This design comes from an exercise in tuning for small area on the open sky130 flow, not from production work. Only simulation tests tie the RTL to the original design; equivalence was not proved. Power and IR drop assume default switching activity.

<file path="design/flow/config.mk">
export PLATFORM = sky130hd
export DESIGN_NAME = top_module
export DESIGN_NICKNAME = top_module
export VERILOG_FILES = /design/flow/design.v
export SDC_FILE = /design/flow/constraint.sdc
export NUM_CORES = 4
export LEC_CHECK = 0
export CAP_MARGIN = 20
export CORE_MARGIN = 2
export CORE_UTILIZATION = 40
export SLEW_MARGIN = 20
</file>
<file path="design/flow/run.sh">
#!/bin/bash
# synth_recipe.tcl (not shown) runs the flow's synth.tcl, then flattens the netlist and writes it again
# the make line also repeats each setting of config.mk as NAME=value (left out here)
make -C /OpenROAD-flow-scripts/flow DESIGN_CONFIG=/design/flow/config.mk WORK_HOME=/design/flow/orfs CLKGATE_MAP_FILE= SYNTH_SCRIPT=/design/flow/synth_recipe.tcl finish
</file>
<file path="design/flow/design.v">
module bin_to_bcd_0_23(
    input  wire [4:0] bin,
    output reg  [3:0] tens,
    output reg  [3:0] ones
);
    reg [5:0] tmp; 
    always @(bin) begin
        tmp  = bin;
        tens = 4'd0;
        if (tmp >= 20) begin tens = 4'd2; tmp = tmp - 20; end
        else if (tmp >= 10) begin tens = 4'd1; tmp = tmp - 10; end
        ones = tmp[3:0];
    end
endmodule
module bin_to_bcd_0_59(
    input  wire [5:0] bin,
    output reg  [3:0] tens,
    output reg  [3:0] ones
);
    reg [6:0] tmp; 
    always @(bin) begin
        tmp  = bin;
        tens = 4'd0;
        if (tmp >= 50) begin tens = 4'd5; tmp = tmp - 50; end
        else if (tmp >= 40) begin tens = 4'd4; tmp = tmp - 40; end
        else if (tmp >= 30) begin tens = 4'd3; tmp = tmp - 30; end
        else if (tmp >= 20) begin tens = 4'd2; tmp = tmp - 20; end
        else if (tmp >= 10) begin tens = 4'd1; tmp = tmp - 10; end
        ones = tmp[3:0];
    end
endmodule
module bin_to_bcd_1_12(
    input  wire [3:0] bin,
    output reg  [3:0] tens,
    output reg  [3:0] ones
);
    reg [4:0] tmp; 
    always @(bin) begin
        tmp  = bin;
        tens = (tmp >= 10) ? 4'd1 : 4'd0;
        if (tmp >= 10) tmp = tmp - 10;
        ones = tmp[3:0];
    end
endmodule
module bin_to_bcd_1_31(
    input  wire [5:0] bin,
    output reg  [3:0] tens,
    output reg  [3:0] ones
);
    reg [5:0] tmp; 
    always @(bin) begin
        tmp  = bin;
        tens = 4'd0;
        if (tmp >= 30) begin tens = 4'd3; tmp = tmp - 30; end
        else if (tmp >= 20) begin tens = 4'd2; tmp = tmp - 20; end
        else if (tmp >= 10) begin tens = 4'd1; tmp = tmp - 10; end
        ones = tmp[3:0];
    end
endmodule
module bin_to_bcd_year (
    input  [11:0] year,      
    output reg [3:0] d_thou, 
    output reg [3:0] d_hund, 
    output reg [3:0] d_tens, 
    output reg [3:0] d_ones  
);
    reg [11:0] n3;   
    reg [11:0] n2;   
    reg [11:0] n1;   
    always @(year) begin
        if (year >= 3000) begin
            d_thou = 4'd3;
            n3 = year - 3000;
        end else begin
            d_thou = 4'd2;
            n3 = year - 2000;
        end
        if (n3 >= 900)      begin d_hund = 4'd9; n2 = n3 - 900; end
        else if (n3 >= 800) begin d_hund = 4'd8; n2 = n3 - 800; end
        else if (n3 >= 700) begin d_hund = 4'd7; n2 = n3 - 700; end
        else if (n3 >= 600) begin d_hund = 4'd6; n2 = n3 - 600; end
        else if (n3 >= 500) begin d_hund = 4'd5; n2 = n3 - 500; end
        else if (n3 >= 400) begin d_hund = 4'd4; n2 = n3 - 400; end
        else if (n3 >= 300) begin d_hund = 4'd3; n2 = n3 - 300; end
        else if (n3 >= 200) begin d_hund = 4'd2; n2 = n3 - 200; end
        else if (n3 >= 100) begin d_hund = 4'd1; n2 = n3 - 100; end
        else                begin d_hund = 4'd0; n2 = n3;       end
        if (n2 >= 90)      begin d_tens = 4'd9; n1 = n2 - 90; end
        else if (n2 >= 80) begin d_tens = 4'd8; n1 = n2 - 80; end
        else if (n2 >= 70) begin d_tens = 4'd7; n1 = n2 - 70; end
        else if (n2 >= 60) begin d_tens = 4'd6; n1 = n2 - 60; end
        else if (n2 >= 50) begin d_tens = 4'd5; n1 = n2 - 50; end
        else if (n2 >= 40) begin d_tens = 4'd4; n1 = n2 - 40; end
        else if (n2 >= 30) begin d_tens = 4'd3; n1 = n2 - 30; end
        else if (n2 >= 20) begin d_tens = 4'd2; n1 = n2 - 20; end
        else if (n2 >= 10) begin d_tens = 4'd1; n1 = n2 - 10; end
        else               begin d_tens = 4'd0; n1 = n2;      end
        d_ones = n1[3:0]; 
    end
endmodule
module seg7_dec(
    input  wire [3:0] digit,    
    output reg  [6:0] HEX
);
    always @(digit) begin
            case (digit)
                4'd0: HEX = 7'b100_0000;
                4'd1: HEX = 7'b111_1001;
                4'd2: HEX = 7'b010_0100;
                4'd3: HEX = 7'b011_0000;
                4'd4: HEX = 7'b001_1001;
                4'd5: HEX = 7'b001_0010;
                4'd6: HEX = 7'b000_0010;
                4'd7: HEX = 7'b111_1000;
                4'd8: HEX = 7'b000_0000;
                4'd9: HEX = 7'b001_0000;
                default: HEX = 7'b111_1111; 
            endcase
        end
endmodule
module clk_1hz #(
    parameter HALF_CYCLE = 4,
    parameter WIDTH      = 3
)(
    input clk_50MHz,
    input rst_n,
    output reg clk_1hz,
    output tick
);
    reg [WIDTH-1:0] counter;
    always @(posedge clk_50MHz or negedge rst_n) begin
        if(!rst_n) begin
            counter <= 0;
            clk_1hz <= 1'b0;
        end else if(counter == HALF_CYCLE) begin
            counter <= 0;
            clk_1hz <= ~clk_1hz;
        end else begin
            counter <= counter + 1'b1;
        end
    end
    assign tick = (counter == HALF_CYCLE) && !clk_1hz;
endmodule
module sec_counter(
    input        clk,
    input  wire       rst_n,
    input  wire       tick,
    input  wire       inc,
    input  wire       dec,
    input  wire       ctrl_set,
    input  wire       freeze,
    output reg  [5:0] sec_count,
    output            carry_out
);
    always @(posedge clk or negedge rst_n) begin
        if (!rst_n) begin
            sec_count <= 6'd0;
        end else if (!tick) begin
            sec_count <= sec_count;
        end else if (freeze) begin
            sec_count <= sec_count;
        end else begin
            if (ctrl_set) begin
                if (inc)      sec_count <= (sec_count == 6'd59) ? 6'd0  : sec_count + 6'd1;
                else if (dec) sec_count <= (sec_count == 6'd0 ) ? 6'd59 : sec_count - 6'd1;
            end else begin
                if (sec_count == 6'd59) begin
                    sec_count <= 6'd0;
                end else begin
                    sec_count <= sec_count + 6'd1;
                end
            end
        end
    end
    assign carry_out = (sec_count == 6'd59 && !freeze && !ctrl_set) ? 1'b1 : 1'b0;
endmodule
module min_counter(
    input  wire       clk,
    input  wire       rst_n,
    input  wire       tick,
    input  wire       inc,
    input  wire       dec,
    input  wire       ctrl_set,
    input  wire       carry_in_sec,
    output reg  [5:0] min_count,
    output            carry_out
);
    always @(posedge clk or negedge rst_n) begin
        if (!rst_n) begin
            min_count <= 6'd0;
        end else if (tick) begin
            if (ctrl_set) begin
                if (inc)      min_count <= (min_count == 6'd59) ? 6'd0  : min_count + 6'd1;
                else if (dec) min_count <= (min_count == 6'd0 ) ? 6'd59 : min_count - 6'd1;
            end else if (carry_in_sec) begin
                if (min_count == 6'd59) begin
                    min_count <= 6'd0;
                end else begin
                    min_count <= min_count + 6'd1;
                end
            end
        end
    end
    assign carry_out = ((min_count == 6'd59) && carry_in_sec) ? 1'b1 : 1'b0;
endmodule
module hour_counter(
    input  wire       clk,
    input  wire       rst_n,
    input  wire       tick,
    input  wire       inc,
    input  wire       dec,
    input  wire       ctrl_set,
    input  wire       carry_in_min,
    output reg  [4:0] hour_count,
    output            carry_out
);
    wire tick_hour = carry_in_min;
    always @(posedge clk or negedge rst_n) begin
        if (!rst_n) begin
            hour_count <= 5'd0;
        end else if (tick) begin
            if (ctrl_set) begin
                if (inc)      hour_count <= (hour_count == 5'd23) ? 5'd0  : hour_count + 5'd1;
                else if (dec) hour_count <= (hour_count == 5'd0 ) ? 5'd23 : hour_count - 5'd1;
            end else if (tick_hour) begin
                if (hour_count == 5'd23) begin
                    hour_count <= 5'd0;
                end else begin
                    hour_count <= hour_count + 5'd1;
                end
            end
        end
    end
    assign carry_out = ((hour_count == 5'd23) && carry_in_min) ? 1'b1 : 1'b0;
endmodule
module day_counter(
    input  wire       clk,
    input  wire       rst_n,
    input  wire       tick,
    input  wire       inc,
    input  wire       dec,
    input  wire       ctrl_set,
    input  wire       carry_in_hour,
    input  wire [3:0] current_month,
    input  wire       is_leap_year,
    output reg  [5:0] day_count,
    output            carry_out
);
    reg [5:0] END_OF_MONTH;            
    reg [5:0] END_OF_PREVIOUS_MONTH;   
    always @(current_month or is_leap_year) begin
        case (current_month)
            2: begin
                END_OF_MONTH = (is_leap_year) ? 29 : 28;
                END_OF_PREVIOUS_MONTH = 31;
            end
            4, 6, 9, 11: begin
                END_OF_MONTH = 30;
                END_OF_PREVIOUS_MONTH = 31;
            end
            default: begin
                END_OF_MONTH = 31;
                END_OF_PREVIOUS_MONTH = 30;
            end
        endcase
    end
    wire at_end = (day_count >= END_OF_MONTH);
    always @(posedge clk or negedge rst_n) begin
        if(!rst_n) begin
            day_count <= 1;
            end else if (tick) begin
            if(ctrl_set) begin
                if(inc) begin
                    if(at_end) begin
                        day_count <= 1;
                    end else begin
                        day_count <= day_count + 1;
                    end
                end else if(dec) begin
                    if(day_count == 1) begin
                        day_count <= END_OF_MONTH;
                    end else begin
                        day_count <= day_count - 1;
                    end
                end
            end else begin
                if(carry_in_hour) begin
                    if(at_end) begin
                    day_count <= 1;
                end else begin
                    day_count <= day_count + 1;
                end
                end
            end
        end
    end
    assign carry_out = (at_end && carry_in_hour) ? 1'b1 : 1'b0;
endmodule
module month_counter #(parameter NUMS_OF_MONTH = 12
)(
    input clk,
    input rst_n,
    input tick,
    input inc,
    input dec,
    input ctrl_set,
    input carry_in_day,
    output reg [3:0] month_count,
    output carry_out
);
    always @(posedge clk or negedge rst_n) begin
        if(!rst_n) begin
            month_count <= 1;
        end else if (tick) begin
            if(ctrl_set) begin
                if(inc) begin
                    if(month_count == NUMS_OF_MONTH) begin
                        month_count <= 1;
                    end else begin
                        month_count <= month_count + 1;
                    end
                end else if(dec) begin
                    if(month_count == 4'd1) begin
                        month_count <= NUMS_OF_MONTH;
                    end else begin
                        month_count <= month_count - 1;
                    end
                end
            end else if(carry_in_day) begin
                    if (month_count == NUMS_OF_MONTH)begin
                    month_count <= 1;
                end else begin
                    month_count <= month_count + 1;
                end
            end
        end
    end
    assign carry_out = (month_count == NUMS_OF_MONTH && carry_in_day) ? 1'b1 : 1'b0;
endmodule
module year_counter #(
    parameter BASE_YEAR = 2025,
    parameter MAX_YEAR  = 3025
)(
    input clk,
    input rst_n,
    input tick,
    input inc,
    input dec,
    input ctrl_set,
    input carry_in_month,
    output reg [11:0] year_count
);
    wire tick_year = carry_in_month;
    always @(posedge clk or negedge rst_n) begin
        if(!rst_n) begin
            year_count <= BASE_YEAR;
        end else if (tick) begin
            if(ctrl_set) begin
                if(inc) begin
                    if(year_count == MAX_YEAR) begin
                        year_count <= BASE_YEAR;
                    end else begin
                        year_count <= year_count + 1;
                    end
                end else if(dec) begin
                    if(year_count == BASE_YEAR) begin
                        year_count <= BASE_YEAR;
                    end else begin
                        year_count <= year_count - 1;
                    end
                end
            end else if (tick_year) begin
                    if (year_count == MAX_YEAR) begin
                    year_count <= BASE_YEAR;
                end else begin
                    year_count <= year_count + 1;
                end
            end
        end
    end
endmodule
module leap_year_check(
    input clk,
    input rst_n,
    input [11:0] current_year,
    output reg is_leap_year
);
    always @(current_year) begin
    if(current_year == 2400 || current_year == 2800) begin
        is_leap_year = 1;
    end else if(current_year == 2100 || current_year == 2200 || current_year == 2300 || 
                current_year == 2500 || current_year == 2600 || current_year == 2700 ||
                current_year == 2900 || current_year == 3000) begin
        is_leap_year = 0;
    end else if((current_year & 12'b11) == 0) begin
        is_leap_year = 1;  
    end else begin
        is_leap_year = 0;
    end
end
endmodule
module top_counter(
    input  wire clk_50MHz,
    input  wire rst_n,
    input wire  set_sec,
    input wire  set_min,
    input wire  set_hour,   
    input wire  set_day,
    input wire  set_month,
    input wire  set_year, 
    input  wire inc,      
    input  wire dec,
    output wire [5:0] sec,
    output wire [5:0] min,
    output wire [4:0] hour,
    output wire [5:0] day,
    output wire [3:0] month,
    output wire [11:0] year,
    output wire clk_1hz
);
    wire sec_carry_raw, min_carry_raw, 
        hour_carry_raw, day_carry_raw, month_carry_raw, is_leap_year;
    wire freeze = set_min | set_hour | set_day | set_month | set_year;
    reg [5:0]blink_mask;
    wire set_sec_in   = blink_mask[0];
    wire set_min_in   = blink_mask[1];
    wire set_hour_in  = blink_mask[2];
    wire set_day_in   = blink_mask[3];
    wire set_month_in = blink_mask[4];
    wire set_year_in  = blink_mask[5];
    always @(set_sec or set_min or set_hour or set_day or set_month or set_year) begin
        if      (set_sec)   blink_mask = 6'b000001;
        else if (set_min)   blink_mask = 6'b000010;
        else if (set_hour)  blink_mask = 6'b000100;
        else if (set_day)   blink_mask = 6'b001000;
        else if (set_month) blink_mask = 6'b010000;
        else if (set_year)  blink_mask = 6'b100000;
        else                blink_mask = 6'b000000;
    end
    wire tick;
    clk_1hz #(.HALF_CYCLE(4), .WIDTH(3)) u_clk1hz (
        .clk_50MHz(clk_50MHz),
        .rst_n(rst_n),
        .clk_1hz(clk_1hz),
        .tick(tick)
    );
    sec_counter u_sec (
        .clk(clk_50MHz),
        .tick(tick),
        .rst_n(rst_n),
        .inc(inc),
        .dec(dec),
        .freeze(freeze),
        .ctrl_set(set_sec_in),
        .sec_count(sec),
        .carry_out(sec_carry_raw)
    );
    min_counter u_min (
        .clk(clk_50MHz),
        .tick(tick),
        .rst_n(rst_n),
        .inc(inc),
        .dec(dec),
        .ctrl_set(set_min_in),
        .carry_in_sec(sec_carry_raw),
        .min_count(min),
        .carry_out(min_carry_raw)
    );
    hour_counter u_hour (
        .clk(clk_50MHz),
        .tick(tick),
        .rst_n(rst_n),
        .inc(inc),
        .dec(dec),
        .ctrl_set(set_hour_in),
        .carry_in_min(min_carry_raw),
        .hour_count(hour),
        .carry_out(hour_carry_raw)
    );
    day_counter u_day (
        .clk(clk_50MHz),
        .tick(tick), 
        .rst_n(rst_n),
        .inc(inc), 
        .dec(dec), 
        .ctrl_set(set_day_in),
        .carry_in_hour(hour_carry_raw),
        .current_month(month), 
        .is_leap_year(is_leap_year),
        .day_count(day), 
        .carry_out(day_carry_raw)
    );
    month_counter u_month (
        .clk(clk_50MHz),
        .tick(tick), 
        .rst_n(rst_n),
        .inc(inc), 
        .dec(dec), 
        .ctrl_set(set_month_in),
        .carry_in_day(day_carry_raw),
        .month_count(month), 
        .carry_out(month_carry_raw)
    );
    year_counter #(.BASE_YEAR(2025), .MAX_YEAR(3025)) u_year (
        .clk(clk_50MHz),
        .tick(tick), 
        .rst_n(rst_n),
        .inc(inc), 
        .dec(dec), 
        .ctrl_set(set_year_in),
        .carry_in_month(month_carry_raw),
        .year_count(year)
    );
    leap_year_check u_ly (
        .clk(clk_50MHz),
        .rst_n(rst_n),
        .current_year(year),
        .is_leap_year(is_leap_year)
    );
endmodule
module top_display(
    input  wire        mode_date,      
    input  wire [4:0]  hour,
    input  wire [5:0]  min,
    input  wire [5:0]  sec,
    input  wire [5:0]  day,
    input  wire [3:0]  month,
    input  wire [11:0] year,          
    input  wire        clk_1hz,      
    input  wire        set_sec,      
    input  wire        set_min,      
    input  wire        set_hour,     
    input  wire        set_day,      
    input  wire        set_month,    
    input  wire        set_year,     
    output wire [6:0]  HEX7,
    output wire [6:0]  HEX6,
    output wire [6:0]  HEX5,
    output wire [6:0]  HEX4,
    output wire [6:0]  HEX3,
    output wire [6:0]  HEX2,
    output wire [6:0]  HEX1,
    output wire [6:0]  HEX0
);
    wire [3:0] h_t, h_o, m_t, m_o, s_t, s_o;
    wire [3:0] d_t, d_o, mo_t, mo_o;
    wire [3:0] y_th, y_h, y_t, y_o;
    reg [3:0] dig7, dig6, dig5, dig4, dig3, dig2, dig1, dig0;
    bin_to_bcd_0_23 u_h (.bin(hour), .tens(h_t), .ones(h_o));
    bin_to_bcd_0_59 u_m (.bin(min),  .tens(m_t), .ones(m_o));
    bin_to_bcd_0_59 u_s (.bin(sec),  .tens(s_t), .ones(s_o));
    bin_to_bcd_1_31 u_d (.bin(day),   .tens(d_t),  .ones(d_o));
    bin_to_bcd_1_12 u_mo(.bin(month), .tens(mo_t), .ones(mo_o));
    bin_to_bcd_year  u_y (.year(year), .d_thou(y_th), .d_hund(y_h), .d_tens(y_t), .d_ones(y_o));
    reg [5:0] blink_mask;
    always @(set_sec or set_min or set_hour or set_day or set_month or set_year) begin
        if      (set_sec)   blink_mask = 6'b000001;
        else if (set_min)   blink_mask = 6'b000010;
        else if (set_hour)  blink_mask = 6'b000100;
        else if (set_day)   blink_mask = 6'b001000;
        else if (set_month) blink_mask = 6'b010000;
        else if (set_year)  blink_mask = 6'b100000;
        else                blink_mask = 6'b000000;  
    end
    always @(mode_date or blink_mask or clk_1hz or 
         h_t or h_o or m_t or m_o or s_t or s_o or
         d_t or d_o or mo_t or mo_o or 
         y_th or y_h or y_t or y_o) begin
        if (mode_date == 1'b0) begin
            dig7 = 4'd10;
            dig6 = 4'd10; 
            dig5 = (blink_mask[2] && !clk_1hz) ? 4'd10 : h_t;
            dig4 = (blink_mask[2] && !clk_1hz) ? 4'd10 : h_o;
            dig3 = (blink_mask[1] && !clk_1hz) ? 4'd10 : m_t;
            dig2 = (blink_mask[1] && !clk_1hz) ? 4'd10 : m_o;
            dig1 = (blink_mask[0] && !clk_1hz) ? 4'd10 : s_t;
            dig0 = (blink_mask[0] && !clk_1hz) ? 4'd10 : s_o;  
        end else begin
            dig7 = (blink_mask[3] && !clk_1hz) ? 4'd10 : d_t;
            dig6 = (blink_mask[3] && !clk_1hz) ? 4'd10 : d_o;
            dig5 = (blink_mask[4] && !clk_1hz) ? 4'd10 : mo_t;
            dig4 = (blink_mask[4] && !clk_1hz) ? 4'd10 : mo_o;
            dig3 = (blink_mask[5] && !clk_1hz) ? 4'd10 : y_th;
            dig2 = (blink_mask[5] && !clk_1hz) ? 4'd10 : y_h;
            dig1 = (blink_mask[5] && !clk_1hz) ? 4'd10 : y_t;
            dig0 = (blink_mask[5] && !clk_1hz) ? 4'd10 : y_o;   
        end
    end
    seg7_dec u7(.digit(dig7), .HEX(HEX7));
    seg7_dec u6(.digit(dig6), .HEX(HEX6));
    seg7_dec u5(.digit(dig5), .HEX(HEX5));
    seg7_dec u4(.digit(dig4), .HEX(HEX4));
    seg7_dec u3(.digit(dig3), .HEX(HEX3));
    seg7_dec u2(.digit(dig2), .HEX(HEX2));
    seg7_dec u1(.digit(dig1), .HEX(HEX1));
    seg7_dec u0(.digit(dig0), .HEX(HEX0));
endmodule
module top_module(
    input [16:0]       SW,
    input  wire        rst_n,
    input  wire        clk_50MHz,
    output wire [6:0]  HEX7,
    output wire [6:0]  HEX6,
    output wire [6:0]  HEX5,
    output wire [6:0]  HEX4,
    output wire [6:0]  HEX3,
    output wire [6:0]  HEX2,
    output wire [6:0]  HEX1,
    output wire [6:0]  HEX0
);
    wire [5:0]  sec, min, day;
    wire [4:0]  hour;
    wire [3:0]  month;
    wire [11:0] year;
    wire        clk_1hz;
    wire        is_leap_year;
    wire mode_date = SW[0];  
    top_counter u_cnt (
        .clk_50MHz   (clk_50MHz),
        .rst_n       (rst_n),
        .set_sec     (SW[1]),
        .set_min     (SW[2]),
        .set_hour    (SW[3]),
        .set_day     (SW[4]),
        .set_month   (SW[5]),
        .set_year    (SW[6]),
        .inc         (SW[15]),
        .dec         (SW[16]),
        .sec         (sec),
        .min         (min),
        .hour        (hour),
        .day         (day),
        .month       (month),
        .year        (year),
        .clk_1hz     (clk_1hz)
    );
    top_display u_disp (
        .clk_1hz     (clk_1hz),
        .set_sec     (SW[1]),
        .set_min     (SW[2]),
        .set_hour    (SW[3]),
        .set_day     (SW[4]),
        .set_month   (SW[5]),
        .set_year    (SW[6]),
        .mode_date   (mode_date),
        .hour(hour), .min(min), .sec(sec),
        .day(day), .month(month), .year(year),
        .HEX7(HEX7), .HEX6(HEX6), .HEX5(HEX5), .HEX4(HEX4),
        .HEX3(HEX3), .HEX2(HEX2), .HEX1(HEX1), .HEX0(HEX0)
    );
endmodule
</file>
<file path="design/flow/constraint.sdc">
create_clock -name core_clock -period 20.0 [get_ports {clk_50MHz}]
set_input_delay 4.0000 -clock core_clock [delete_from_list [all_inputs] [get_ports {clk_50MHz}]]
set_output_delay 4.0000 -clock core_clock [all_outputs]
set_load 0.01 [all_outputs]
</file>
==> results.json <==
{
  "status": "timing/DRC/antenna clean",
  "clk_pin_slew_worst_paths_ns": 0.07,
  "reg2reg_from": "u_cnt.u_year.year_count[1]",
  "clk_path_buf_depth": 2,
  "whs_path_depth": 1,
  "die_w_um": 164,
  "syn_area_mm2": 0.0102,
  "final_hold_viol_count": 0,
  "dp_hpwl_um": 27000,
  "critPathSlowestCell": "nor2_2",
  "syn_nets": 1590,
  "drive_above_1_share_pct": 6.39,
  "fin_setup_tns_ns": 0,
  "synth_area_leader_cell": "ha_1",
  "async_flop_share_pct": 100,
  "insertion_delay_ns": 0.31,
  "worst_pin_slew_ns": 1.04,
  "yosys_warnings": 16,
  "maxSlewViolCount": 0,
  "layout_common_cells": "163 x nand2_1, 120 x ha_1, 117 x nor2_1, 117 x a21oi_1, 115 x o21ai_0",
  "fin_area_mm2": 0.0112,
  "fin_crit_ns": 14.07,
  "io_buffers": 66,
  "layoutNonFillerInstCount": 1785,
  "gp_congestion": 0.986,
  "fin_skew_ns": 0.00567,
  "p_per_area_mw_per_mm2": 32.3,
  "grt_pass1_wl_um": 56300,
  "grt_pass1_vias": 10476,
  "crit_required_ns": 16.00,
  "post_cts_buffers": 0,
  "grt_use_met2_pct": 41.4,
  "maxCapViolCount": 0,
  "cp-end-kind": "primary output",
  "ant_nets": 0,
  "via_per_inst": 6.50,
  "setup.worst_path.class": "register to primary output",
  "p_comb_share_pct": 47.3,
  "p_leak_nw": 4.35,
  "fmax_mhz": 71.1,
  "cts_sinks": 43,
  "vdd_drop_max_uv": 36.3,
  "hold_start": "u_cnt.u_clk1hz.counter[0]",
  "start_kind": "register",
  "dp_cells": 1777,
  "final_common_cell": "nand2_1",
  "synth_cell_types": 109,
  "grt-ovfl-total": 0,
  "min_to": "u_cnt.u_clk1hz.counter[0]",
  "use_met1_pct": 35.0,
  "synthTopCellsByArea": "ha_1 15%, dfrtp_1 8.1%, nand2_1 6.0%",
  "synth_ff_type": "dfrtp_1",
  "ys_seq_area_share_pct": 10.6,
  "p_int_uw": 218,
  "holdBufCountCts": 0,
  "die_y_um": 164,
  "grt_max_degree": 44,
  "clockRootBuffer": "clkbuf_16",
  "relSlewSlack_pct": 30.4,
  "cpPeakStageDelay_ns": 0.73,
  "finalSetupViolCount": 0,
  "cts_buffers": 5,
  "die_area_mm2": 0.0269,
  "netlist_instances": 1451,
  "p_switching_uw": 143,
  "routed_wl_um": 35300,
  "cts_tree": "done",
  "io-pin-count": 75,
  "ys_seq_elements": 43,
  "cp_max_fo": 23,
  "p_clk_share_pct": 24.6,
  "placed_area_mm2": 0.0110,
  "arrival_ns": 10.07,
  "rrSetupSlack_ns": 14.82,
  "grt_util_all_layers_pct": 25.9,
  "hold_path_class": "register to register",
  "coreArea_mm2": 0.0252,
  "antenna_found_initial": 0,
  "rows": 58,
  "rsz0062_at_grt": "false",
  "grt-busiest-layer": "met2",
  "swShare_pct": 39.6,
  "synth_top_area_share_pct": 14.7,
  "seq_power_share_pct": 28.1,
  "period_share_pct": 70.4,
  "cpMostUsedCell": "ha_1",
  "post_drt_wl_per_cell_um": 19.8,
  "use_met3_pct": 3.56,
  "vias": 11597,
  "area_delta_synth_final_pct": 9.05,
  "cts_resized": 0,
  "ff2ff_path_depth": 18,
  "reg2reg_to": "u_cnt.u_year.year_count[9]",
  "start_util_pct": 40.7,
  "route.detailed.drc": 0,
  "drt_pass1_iterations": 6,
  "synth-edff-count": 0,
  "drt_iter0_drc": 1236,
  "finish.net_count": 1593,
  "antenna_cells": 0,
  "syn_area_per_cell_um2": 7.06,
  "h-tree-depth": 2
}
-- registers in the layout, indices dropped and copies added (netlist names) --
register and flops:
u_cnt.u_hour.hour_count 5, u_cnt.u_day.day_count 6, u_cnt.u_clk1hz.clk_1hz 1, u_cnt.u_sec.sec_count 6
u_cnt.u_min.min_count 6, u_cnt.u_month.month_count 4, u_cnt.u_year.year_count 12, u_cnt.u_clk1hz.counter 3
-- cell type report --
cell class | count | area (um^2)
clock buffers | 6 | 139
clock inverters | 2 | 16.3
fillers | 2622 | 14000
inverters | 74 | 280
multi-input cells | 1254 | 8500
flip-flops and latches | 43 | 1090
well taps | 330 | 413
repair buffers | 76 | 731
-- stage by stage --
step	setup WS, ns	util [%]	hold slack, ns	power (mW)
global route	5.35	44.4	0.511	0.389
floorplan	8.86	-	0.427	0.206
finish	5.93	44.4	0.488	0.361
detailed placement	6.50	43.7	0.461	0.272
global placement	6.55	43.7	0.451	0.272
CTS	6.12	44.3	0.478	0.364
-- Yosys cell counts (6+ instances only) --
| cell | number |
|---|---|
| or3_1 | 15 |
| mux2_2 | 6 |
| nor2b_1 | 12 |
| nand2b_1 | 20 |
| o2111ai_1 | 7 |
| a22oi_1 | 15 |
| a21o_1 | 14 |
| inv_1 | 68 |
| or2_2 | 10 |
| o31a_1 | 7 |
| nand3b_1 | 7 |
| o21a_1 | 12 |
| dfrtp_1 | 33 |
| a21oi_1 | 117 |
| a31oi_1 | 40 |
| a22o_1 | 11 |
| dfstp_2 | 10 |
| a221oi_1 | 6 |
| buf_4 | 6 |
| o211a_1 | 8 |
| nand4_1 | 10 |
| nor2_1 | 117 |
| ha_1 | 120 |
| nor3_1 | 41 |
| o311ai_0 | 6 |
| o32a_1 | 6 |
| o221ai_1 | 8 |
| a2111oi_0 | 8 |
| nand2_1 | 163 |
| a211oi_1 | 27 |
| and2_1 | 11 |
| a211o_1 | 7 |
| clkbuf_1 | 46 |
| o21ai_0 | 116 |
| mux2i_1 | 19 |
| nand3_1 | 46 |
| o31ai_1 | 20 |
| o211ai_1 | 19 |
| and3_1 | 16 |
| buf_2 | 20 |
| o21ai_1 | 7 |
| xnor2_1 | 31 |
| nor4_1 | 13 |
| o22ai_1 | 15 |
-- worst max-delay path: cells and delay by family (launching register included) --
kind	cells	cell delay (ns)
fa+ha+maj	4	1.52
flops	1	0.59
xor+xnor	1	0.39
buf+inv	4	1.55
compound gates	11	2.68
simple gates	8	3.00
-- worst max-delay path by stage --
stage | slack (ns) | startpoint | cells after the start | end
after floorplan | 8.86 | u_cnt.u_year.year_count[4] | 31 | HEX0[3]
after global placement | 6.55 | u_cnt.u_year.year_count[1] | 29 | HEX0[3]
after detailed placement | 6.50 | u_cnt.u_year.year_count[1] | 29 | HEX0[2]
after CTS | 6.12 | u_cnt.u_year.year_count[1] | 29 | HEX0[2]
after global routing | 5.35 | u_cnt.u_year.year_count[1] | 28 | HEX0[2]
final | 5.93 | u_cnt.u_year.year_count[1] | 28 | HEX0[2]
-- power groups by stage --
stage	Combinational (mW)	Sequential [mW]	Clock, mW
6_report	0.171	0.102	0.0889
5_1_grt	0.191	0.103	0.0950
4_1_cts	0.170	0.101	0.0920
3_5_place_dp	0.169	0.103	0
3_3_place_gp	0.169	0.103	0
2_1_floorplan	0.109	0.0977	0
-- logic make-up (layout without fill, tap and decap cells) --
logic type      count (synthesis)  count (layout)  share of synthesized area, %
compound gates                555             555                          37.6
xor+xnor                       33              33                          2.82
fa+ha+maj                     120             120                          14.7
buf+inv                       154             158                          6.43
flops                          43              43                          10.6
mux                            30              30                          3.31
simple gates                  516             516                          24.6
-- metal layers --
| metal | share of wire (%) | vias up | wire (um) |
|---|---|---|---|
| met3 | 8.0 | 105 | 2820 |
| met2 | 44 | 598 | 15700 |
| met4 | 4.3 | 0 | 1510 |
| li1 | - | 5468 | - |
| met5 | 0 | - | 0 |
| met1 | 43 | 5426 | 15300 |

-- separate check: timing with driven ports --
The results above use ideal ports. As a check the final layout listed here was re-extracted and re-timed, cells and wires unchanged. Step 1, drivers: a clkbuf_16 drives clk_50MHz and a buf_2 each remaining input, both assumed. Step 2 times the ports against the registers' clock, not the clock port: input delays grow and output delays shrink by t, the midpoint of the rising clock arrivals with the driver on. Three values: ideal ports, drivers, drivers and shift; two values: the first two.
t, ns: 0.343
setup WS [ns]: 5.929 / 5.888 / 6.231
latest minus earliest clock arrival (ns): 0.006 / 0.006
pins driven straight from the clock port: 1
After both steps setup and hold are still met in this run. The setup slack of this run moves by -0.041 ns with the drivers and by +0.302 ns with both steps.
